This design comes from an exercise in tuning for small area on the open sky130 flow, not from production work.
Function was checked by simulation only, so behaviour that the tests miss may differ from the original.
Power and IR drop assume default switching activity.

File: design/flow/config.mk
export PLATFORM = sky130hd
export DESIGN_NAME = FlappyBird
export DESIGN_NICKNAME = FlappyBird
export VERILOG_FILES = /design/flow/design.v
export SDC_FILE = /design/flow/constraint.sdc
export NUM_CORES = 4
export LEC_CHECK = 0
export CAP_MARGIN = 20
export CORE_MARGIN = 2
export CORE_UTILIZATION = 40
export PLACE_DENSITY = 0.6
export SLEW_MARGIN = 20
File: design/flow/constraint.sdc
create_clock -name core_clock -period 10.0 [get_ports {CLOCK_50}]
set_input_delay 2.0000 -clock core_clock [delete_from_list [all_inputs] [get_ports {CLOCK_50}]]
set_output_delay 2.0000 -clock core_clock [all_outputs]
set_load 0.01 [all_outputs]
File: design/flow/design.v
module FlappyBird(
    input CLOCK_50,
    input rst_n,
    input [1:0] KEY,
    output VGA_HS,
    output VGA_VS,
    output [7:0] VGA_R, VGA_G, VGA_B,
    output [6:0] HEX2, HEX1, HEX0,
    output VGA_BLANK_N,
    output VGA_SYNC_N,
    output VGA_CLK
    );
    function ge10(input [9:0] x, input [9:0] c);
        integer i;
        reg r;
        begin
            r = 1'b1;
            for (i = 0; i < 10; i = i + 1)
                r = c[i] ? (x[i] & r) : (x[i] | r);
            ge10 = r;
        end
    endfunction
    function ge11(input [10:0] x, input [10:0] c);
        integer i;
        reg r;
        begin
            r = 1'b1;
            for (i = 0; i < 11; i = i + 1)
                r = c[i] ? (x[i] & r) : (x[i] | r);
            ge11 = r;
        end
    endfunction
    function in10(input [9:0] x, input [9:0] lo, input [9:0] hi1);
        in10 = ge10(x, lo) & ~ge10(x, hi1);
    endfunction
    function in11(input [10:0] x, input [10:0] lo, input [10:0] hi1);
        in11 = ge11(x, lo) & ~ge11(x, hi1);
    endfunction
    function [9:0] addk10(input [9:0] a, input [9:0] k);
        integer i;
        reg c;
        begin
            c = 1'b0;
            for (i = 0; i < 10; i = i + 1) begin
                addk10[i] = a[i] ^ k[i] ^ c;
                c = k[i] ? (a[i] | c) : (a[i] & c);
            end
        end
    endfunction
    function [9:0] inc10(input [9:0] a, input ci);
        integer i;
        reg c;
        begin
            c = ci;
            for (i = 0; i < 10; i = i + 1) begin
                inc10[i] = a[i] ^ c;
                c = a[i] & c;
            end
        end
    endfunction
    function [10:0] sub11(input [10:0] a, input [10:0] b);
        integer i;
        reg c, nb;
        begin
            c = 1'b1;
            for (i = 0; i < 11; i = i + 1) begin
                nb = ~b[i];
                sub11[i] = a[i] ^ nb ^ c;
                c = (a[i] & nb) | (c & (a[i] | nb));
            end
        end
    endfunction
    function [9:0] sub10(input [9:0] a, input [9:0] b);
        integer i;
        reg c, nb;
        begin
            c = 1'b1;
            for (i = 0; i < 10; i = i + 1) begin
                nb = ~b[i];
                sub10[i] = a[i] ^ nb ^ c;
                c = (a[i] & nb) | (c & (a[i] | nb));
            end
        end
    endfunction
    wire clr_n = KEY[1];
    reg [8:0] tb;
    wire pix_en = ~tb[0];
    wire tick = (tb == 9'd0);
    wire [9:0] tb_inc = inc10({1'b0, tb}, 1'b1);
    always @(posedge CLOCK_50, negedge rst_n)
        if (!rst_n) tb <= 9'd1;
        else tb <= (tb == 9'd501) ? 9'd0 : tb_inc[8:0];
    assign VGA_CLK = tb[0];
    assign VGA_BLANK_N = 1'b1;
    assign VGA_SYNC_N = 1'b1;
    reg [9:0] hp, vp;
    reg hz;
    wire hwrap = (hp == 10'd800);
    wire vwrap = (vp == 10'd525);
    wire [9:0] hp_inc = inc10(hp, 1'b1);
    wire [9:0] vp_inc = inc10(vp, 1'b1);
    always @(posedge CLOCK_50, negedge rst_n)
        if (!rst_n) begin
            hp <= 10'd0; vp <= 10'd0; hz <= 1'b1;
        end else if (!clr_n) begin
            hz <= 1'b1;
        end else if (pix_en) begin
            hz <= 1'b0;
            if (hz) begin
                hp <= 10'd0; vp <= 10'd0;
            end else begin
                hp <= hwrap ? 10'd0 : hp_inc;
                if (hwrap) vp <= vwrap ? 10'd0 : vp_inc;
            end
        end
    assign VGA_HS = ~in10(hp, 10'd17, 10'd112);
    assign VGA_VS = ~(vp == 10'd11);
    wire display = ge10(hp, 10'd161);
    reg [20:0] lfsr;
    always @(posedge CLOCK_50, negedge rst_n)
        if (!rst_n) lfsr <= {21{1'b1}};
        else if (tick) lfsr <= {lfsr[18:0], lfsr[20] ^ lfsr[15], lfsr[0] ^ lfsr[8]};
    wire [6:0] newy = lfsr[10:4];
    reg [9:0] bird;
    reg [9:0] x1;
    reg [6:0] ty1, ty2, ty3;
    wire c1 = in10(x1, 10'd135, 10'd226);
    wire c2 = in10(x1, 10'd670, 10'd761);
    wire c3 = in10(x1, 10'd430, 10'd521);
    wire [6:0] tyc = c1 ? ty1 : c2 ? ty2 : ty3;
    wire [9:0] fd = sub10(bird, {3'b0, tyc});
    wire fin = in10(fd, 10'd131, 10'd170);
    wire bird_ok = ge10(bird, 10'd15);
    wire crash = (c1 | c2 | c3) & bird_ok & ~fin;
    wire game_end = clr_n & crash;
    wire active = tick & clr_n & ~crash;
    wire w1 = ~ge10(x1, 10'd115);
    wire w2 = (x1 == 10'd649);
    wire w3 = (x1 == 10'd409);
    wire [9:0] bird_up = addk10(bird, -10'd6);
    wire [9:0] bird_dn = addk10(bird, 10'd6);
    wire [9:0] x1_mv = addk10(x1, -10'd5);
    always @(posedge CLOCK_50, negedge rst_n)
        if (!rst_n) begin
            bird <= 10'd70; x1 <= 10'd404;
            ty1 <= 7'd90; ty2 <= 7'd30; ty3 <= 7'd50;
        end else if (!clr_n) begin
            bird <= 10'd70; x1 <= 10'd404;
            ty1 <= 7'd90; ty2 <= 7'd30; ty3 <= 7'd50;
        end else if (active) begin
            if (!KEY[0]) begin
                if (ge10(bird, 10'd466)) bird <= 10'd465;
                else if (bird_ok) bird <= bird_up;
                else bird <= 10'd15;
            end else begin
                if (ge10(bird, 10'd466)) bird <= 10'd465;
                else bird <= bird_dn;
            end
            x1 <= w1 ? 10'd904 : x1_mv;
            if (w1) ty1 <= newy;
            if (w2) ty2 <= newy;
            if (w3) ty3 <= newy;
        end
    reg [1:0] sd2;
    reg [3:0] sd1, sd0;
    reg sc, si;
    wire d0n = (sd0 == 4'd9);
    wire d1n = (sd1 == 4'd9);
    wire top = (sd2 == 2'd2) & (sd1 == 4'd5) & (sd0 == 4'd5);
    wire [9:0] sd0_inc = inc10({6'b0, sd0}, 1'b1);
    wire [9:0] sd1_inc = inc10({6'b0, sd1}, 1'b1);
    wire [1:0] i2 = top ? 2'd0 : (d0n & d1n) ? {sd2[1] | sd2[0], ~sd2[0]} : sd2;
    wire [3:0] i1 = top ? 4'd0 : d0n ? (d1n ? 4'd0 : sd1_inc[3:0]) : sd1;
    wire [3:0] i0 = (top | d0n) ? 4'd0 : sd0_inc[3:0];
    wire [1:0] s2 = sc ? 2'd0 : si ? i2 : sd2;
    wire [3:0] s1 = sc ? 4'd0 : si ? i1 : sd1;
    wire [3:0] s0 = sc ? 4'd0 : si ? i0 : sd0;
    always @(posedge CLOCK_50, negedge rst_n)
        if (!rst_n) begin
            sd2 <= 2'd0; sd1 <= 4'd0; sd0 <= 4'd0; sc <= 1'b0; si <= 1'b0;
        end else begin
            if (pix_en) begin
                sd2 <= s2; sd1 <= s1; sd0 <= s0;
            end
            if (!clr_n) begin
                sc <= 1'b1; si <= 1'b0;
            end else if (active & (w1 | w2 | w3)) begin
                sc <= 1'b0; si <= 1'b1;
            end else if (pix_en) begin
                sc <= 1'b0; si <= 1'b0;
            end
        end
    hex_decoder H0(.d(sd0), .seg(HEX0));
    hex_decoder H1(.d(sd1), .seg(HEX1));
    hex_decoder H2(.d({2'b0, sd2}), .seg(HEX2));
    wire [9:0] bd = sub10(vp, bird);
    wire bpix = in10(hp, 10'd180, 10'd211) & bird_ok & in10(bd, 10'd29, 10'd60);
    wire [10:0] w = sub11({1'b0, hp}, {1'b0, x1});
    wire [10:0] wu = {~w[10], w[9:0]};
    wire sw = in11(wu, 11'd1009, 11'd1070);    
    wire s2a = in11(wu, 11'd1269, 11'd1330);   
    wire s2b = in11(wu, 11'd474, 11'd535);     
    wire s3a = in11(wu, 11'd1509, 11'd1570);   
    wire s3b = in11(wu, 11'd714, 11'd775);     
    wire t2 = s2a | s2b;
    wire t3 = s3a | s3b;
    wire [6:0] tyb = sw ? ty1 : t2 ? ty2 : ty3;
    wire [9:0] ed = sub10(vp, {3'b0, tyb});
    wire gap = in10(ed, 10'd160, 10'd229);
    wire tpix = (sw | t2 | t3) & ~gap;
    wire xl = in10(hp, 10'd559, 10'd570) | in10(hp, 10'd439, 10'd450) | in10(hp, 10'd319, 10'd330);
    wire xm = in10(hp, 10'd574, 10'd625) | in10(hp, 10'd454, 10'd505) | in10(hp, 10'd334, 10'd385);
    wire xr = in10(hp, 10'd629, 10'd640) | in10(hp, 10'd509, 10'd520) | in10(hp, 10'd389, 10'd400);
    wire [3:0] dsel = ge10(hp, 10'd559) ? s0 : ge10(hp, 10'd439) ? s1 : {2'b0, s2};
    wire y0 = in10(vp, 10'd204, 10'd215);
    wire yu = in10(vp, 10'd204, 10'd282);
    wire yd = in10(vp, 10'd287, 10'd365);
    wire y3 = in10(vp, 10'd354, 10'd365);
    wire y6 = in10(vp, 10'd279, 10'd290);
    reg [6:0] sg;  
    always @(*)
        case (dsel)
            4'd0: sg = 7'b0111111;
            4'd1: sg = 7'b0000110;
            4'd2: sg = 7'b1011011;
            4'd3: sg = 7'b1001111;
            4'd4: sg = 7'b1100110;
            4'd5: sg = 7'b1101101;
            4'd6: sg = 7'b1111101;
            4'd7: sg = 7'b0000111;
            4'd8: sg = 7'b1111111;
            4'd9: sg = 7'b1101111;
            default: sg = 7'b0000000;
        endcase
    wire lit = (xm & ((y0 & sg[0]) | (y3 & sg[3]) | (y6 & sg[6]))) |
               (xr & ((yu & sg[1]) | (yd & sg[2]))) |
               (xl & ((yd & sg[4]) | (yu & sg[5])));
    reg pr, pg, pb;
    always @(posedge CLOCK_50, negedge rst_n)
        if (!rst_n) begin
            pr <= 1'b0; pg <= 1'b0; pb <= 1'b0;
        end else if (pix_en) begin
            if (!game_end) begin
                pr <= display & bpix;
                pg <= display & ~bpix & tpix;
                pb <= display & ~bpix & ~tpix;
            end else begin
                pr <= lit; pg <= lit; pb <= lit;
            end
        end
    assign VGA_R = {8{pr}};
    assign VGA_G = {8{pg}};
    assign VGA_B = {8{pb}};
endmodule
module hex_decoder(input [3:0] d, output reg [6:0] seg);
    always @(*)
        case (d)
            4'd0: seg = 7'b100_0000;
            4'd1: seg = 7'b111_1001;
            4'd2: seg = 7'b010_0100;
            4'd3: seg = 7'b011_0000;
            4'd4: seg = 7'b001_1001;
            4'd5: seg = 7'b001_0010;
            4'd6: seg = 7'b000_0010;
            4'd7: seg = 7'b111_1000;
            4'd8: seg = 7'b000_0000;
            4'd9: seg = 7'b001_1000;
            default: seg = 7'b0;
        endcase
endmodule
File: design/flow/run.sh
#!/bin/bash
# synth_recipe.tcl (not shown) runs the flow's synth.tcl, then flattens the netlist and writes it again
# the make line also repeats each setting of config.mk as NAME=value (left out here)
make -C /OpenROAD-flow-scripts/flow DESIGN_CONFIG=/design/flow/config.mk WORK_HOME=/design/flow/orfs CLKGATE_MAP_FILE= SYNTH_SCRIPT=/design/flow/synth_recipe.tcl finish
==> run summary <==
## layout make-up
class,instances,area (um2)
fill,2064,11700
multi-input combinational,713,5170
sequential,105,2680
timing repair buffer,56,543
tap,275,344
inverter,84,315
clock buffer,9,225
clock inverter,7,68.8
## routing by layer
layer	vias to the layer above	wire, um	GRT usage [%]	share of wire (%)
li1	3362	-	-	-
met3	13	883	2.12	4.5
met4	0	201	4.20	1.0
met5	-	0	0	0
met2	174	9050	29.3	46
met1	3254	9670	26.7	49
## sequential cells by signal, summed over array words and instances (netlist names)
name / flops
lfsr: 19
sd2: 2
ty3: 7
sc: 1
bird: 10
vp: 10
ty2: 7
pr: 1
hz: 1
x1: 10
sd0: 4
pg: 1
ty1: 7
tb: 9
hp: 10
sd1: 4
si: 1
pb: 1
## power by group through the flow
stage / sequential [mW] / clock (mW) / combinational (mW)
2_1_floorplan: 0.440 / 0 / 0.0213
3_3_place_gp: 0.441 / 0 / 0.0371
3_5_place_dp: 0.441 / 0 / 0.0369
4_1_cts: 0.434 / 0.370 / 0.0371
5_1_grt: 0.434 / 0.389 / 0.0421
6_report: 0.434 / 0.360 / 0.0361
## path summary, 6_finish.rpt
path | from | to | slack, ns | cells after the start
max | hp[0] | pg | 0.61 | 31
min | lfsr[16] | lfsr[18] | 0.45 | 2
max reg2reg | hp[0] | pg | 0.61 | 31
min reg2reg | lfsr[16] | lfsr[18] | 0.45 | 2
max in group asynchronous | rst_n | x1[5] | 7.16 | 2
min in group asynchronous | rst_n | tb[4] | 1.67 | 1
## kinds of logic after synthesis
| logic type | count (synthesis) |
|---|---|
| simple gates | 339 |
| fa+ha+maj | 113 |
| xor+xnor | 9 |
| buf+inv | 157 |
| flops | 105 |
| other cells | 2 |
| compound gates | 218 |
| mux | 31 |
## metrics by stage
stage / hold WS, ns / std cells / util, % / instance area (um2) / power (mW)
5_1_grt: 0.472 / 1249 / 44.5 / 9350 / 0.866
3_5_place_dp: 0.447 / 1233 / 43.1 / 9050 / 0.478
2_1_floorplan: 0.435 / 975 / - / 8580 / 0.461
6_report: 0.453 / 1249 / 44.5 / 9350 / 0.829
3_3_place_gp: 0.439 / 1233 / 43.1 / 9050 / 0.478
4_1_cts: 0.456 / 1249 / 44.5 / 9350 / 0.841
## critical path: cells and delay by family, from the launching register on
kind	cells	cell delay, ns
compound gates	5	1.25
xor+xnor	1	0.12
fa+ha+maj	19	6.65
buf+inv	2	0.17
flops	1	0.38
mux	1	0.25
simple gates	3	0.49
## placed cells by master, fill, tap and decap left out, types with 16 or more instances in the layout
master	instances
nor2_1	69
nand2_1	126
ha_1	84
a21oi_1	50
dfrtp_1	66
dfstp_2	39
o21ai_0	58
inv_1	82
clkdlybuf4s50_1	49
nand3_1	18
mux2i_1	29
nor2b_1	16
nor3_1	28
fa_1	29
==> impl_metrics.env <==
export IMPL_synth_top_cell_area_share_pct=19.3
export IMPL_path_class="flop to flop"
export IMPL_synth_top_cells_by_count="126 x nand2_1, 84 x ha_1, 82 x inv_1, 69 x nor2_1, 66 x dfrtp_1"
export IMPL_gp_congestion=0.898
export IMPL_first_pass_iters=5
export IMPL_critical_path_arrival_ns=9.67
export IMPL_synth_seq_cells=105
export IMPL_synth_edf_count=0
export IMPL_cts_buffers_inserted=9
export IMPL_drt_initial_drc_count=432
export IMPL_crit_top_cell="fa_1"
export IMPL_grt_max_degree=56
export IMPL_rsz0062_at_grt="false"
export IMPL_synth_area_mm2=0.00858
export IMPL_p_int_mw=0.617
export IMPL_insertion_delay_ns=0.36
export IMPL_num_io_pins=54
export IMPL_hp_class="flop to flop"
export IMPL_ys_top_cells_by_area="dfrtp_1 19%, ha_1 12%, dfstp_2 12%"
export IMPL_postRouteAntennaNets=0
export IMPL_routedWlPerCell_um=15.9
export IMPL_initial_core_util_pct=40.8
export IMPL_p_per_area_mw_per_mm2=88.8
export IMPL_tightest_slew_ns=0.830
export IMPL_clkTransAtPathRegs_ns=0.08
export IMPL_synthXorXnorAreaFrac_pct=0.919
export IMPL_die_h_um=150
export IMPL_cts_max_level=3
export IMPL_remaining_drc_errors=0
export IMPL_yosysUniqueCellTypes=83
export IMPL_cts_num_sinks=105
export IMPL_die_w_um=150
export IMPL_status="no timing/DRC/antenna violations"
export IMPL_cts_root_buf="clkbuf_16"
export IMPL_drive_above_1_share_pct=9.14
export IMPL_area_delta_synth_final_pct=8.93
export IMPL_synth_most_common_cell="nand2_1"
export IMPL_setup_ws_ns=0.607
export IMPL_synth_main_ff_cell="dfrtp_1"
export IMPL_syn_avg_cell_area_um2=8.81
export IMPL_vias_per_cell=5.45
export IMPL_relSlewSlack_pct=44.7
export IMPL_clkPwrFrac_pct=43.4
export IMPL_slew_violations=0
export IMPL_fin_setup_tns_ns=0
export IMPL_combPwrFrac_pct=4.4
export IMPL_drv_cap=0
export IMPL_fmax_mhz=106
export IMPL_leakagePower_nw=3.98
export IMPL_grt_total_usage_pct=18.4
export IMPL_antenna_found_initial=0
export IMPL_post_cts_repair_setup_buffers=0
export IMPL_coreArea_mm2=0.0210
export IMPL_cp_start_kind="flop"
export IMPL_seq_area_frac_synth_pct=31.2
export IMPL_required_ns=10.28
export IMPL_peakVddDrop_uv=75.6
export IMPL_synth_compound_area_share_pct=16.8
export IMPL_muxShareOfSynthArea_pct=3.65
export IMPL_p_switching_mw=0.213
export IMPL_overflow=0
export IMPL_tritoncts="done"
export IMPL_grt_pass1_vias=6405
export IMPL_ys_warn_count=2
export IMPL_synthAdderAreaFrac_pct=19.0
export IMPL_std_cell_rows=53
export IMPL_hold_buffers=0
export IMPL_dr_total_vias=6803
export IMPL_synth_cells=974
export IMPL_pre_cts_ws_ns=0.573
export IMPL_grt_pass1_wl_um=33300
export IMPL_switching_share_pct=25.6
export IMPL_synthSimpleGateAreaFrac_pct=19.8
export IMPL_nets=1086
export IMPL_cp_max_fo=8
export IMPL_crit_path_end_kind="flop"
export IMPL_p_seq_share_pct=52.3
export IMPL_dp_hpwl_um=14600
export IMPL_cts_buffer_depth=2
export IMPL_finalCriticalPeriod_ns=9.39
export IMPL_finalCritPeriodShare_pct=93.9
export IMPL_synth_top_cell_by_area="dfrtp_1"
export IMPL_clock_skew_ns=0.00964
export IMPL_cp_slowest_cell="o41ai_4"
export IMPL_io_buffers=50
export IMPL_setup_viol=0
export IMPL_synth_top_family_by_area="simple AND/OR/NAND/NOR gates"
export IMPL_hold_violations=0
export IMPL_cts_resized=0
export IMPL_critPathMaxStageDelay_ns=0.72
export IMPL_die_area_mm2=0.0226
export IMPL_async_reset_ff_share_pct=100
export IMPL_wl_um=19800
export IMPL_diodes=0

## static timing again, ports no longer ideal
In the flow no input, the clock included, has a driving cell. The finished layout below was timed again as built, in two steps.
Step 1 assumes that a clkbuf_16 drives the clock port and a buf_2 every other input.
Step 2 adds t to the input delays and takes it off the output delays; t is the mean of the earliest and latest rising clock arrival at the registers after step 1. Input paths then give back, and output paths get back, about the clock's delay inside the block.
Three values: no drivers, after step 1, after step 2; two values: the first two.
t, ns: 0.398
slack for setup (ns): 0.607 / 0.607 / 0.607
clock arrival spread, ns: 0.011 / 0.011
worst register clock-pin slew, ns: 0.08 / 0.08
cell pins on the clock port's net: 1
After both steps setup and hold are still met in this run. The setup slack of this run moves by 0.000 ns with the drivers and by 0.000 ns with both steps.
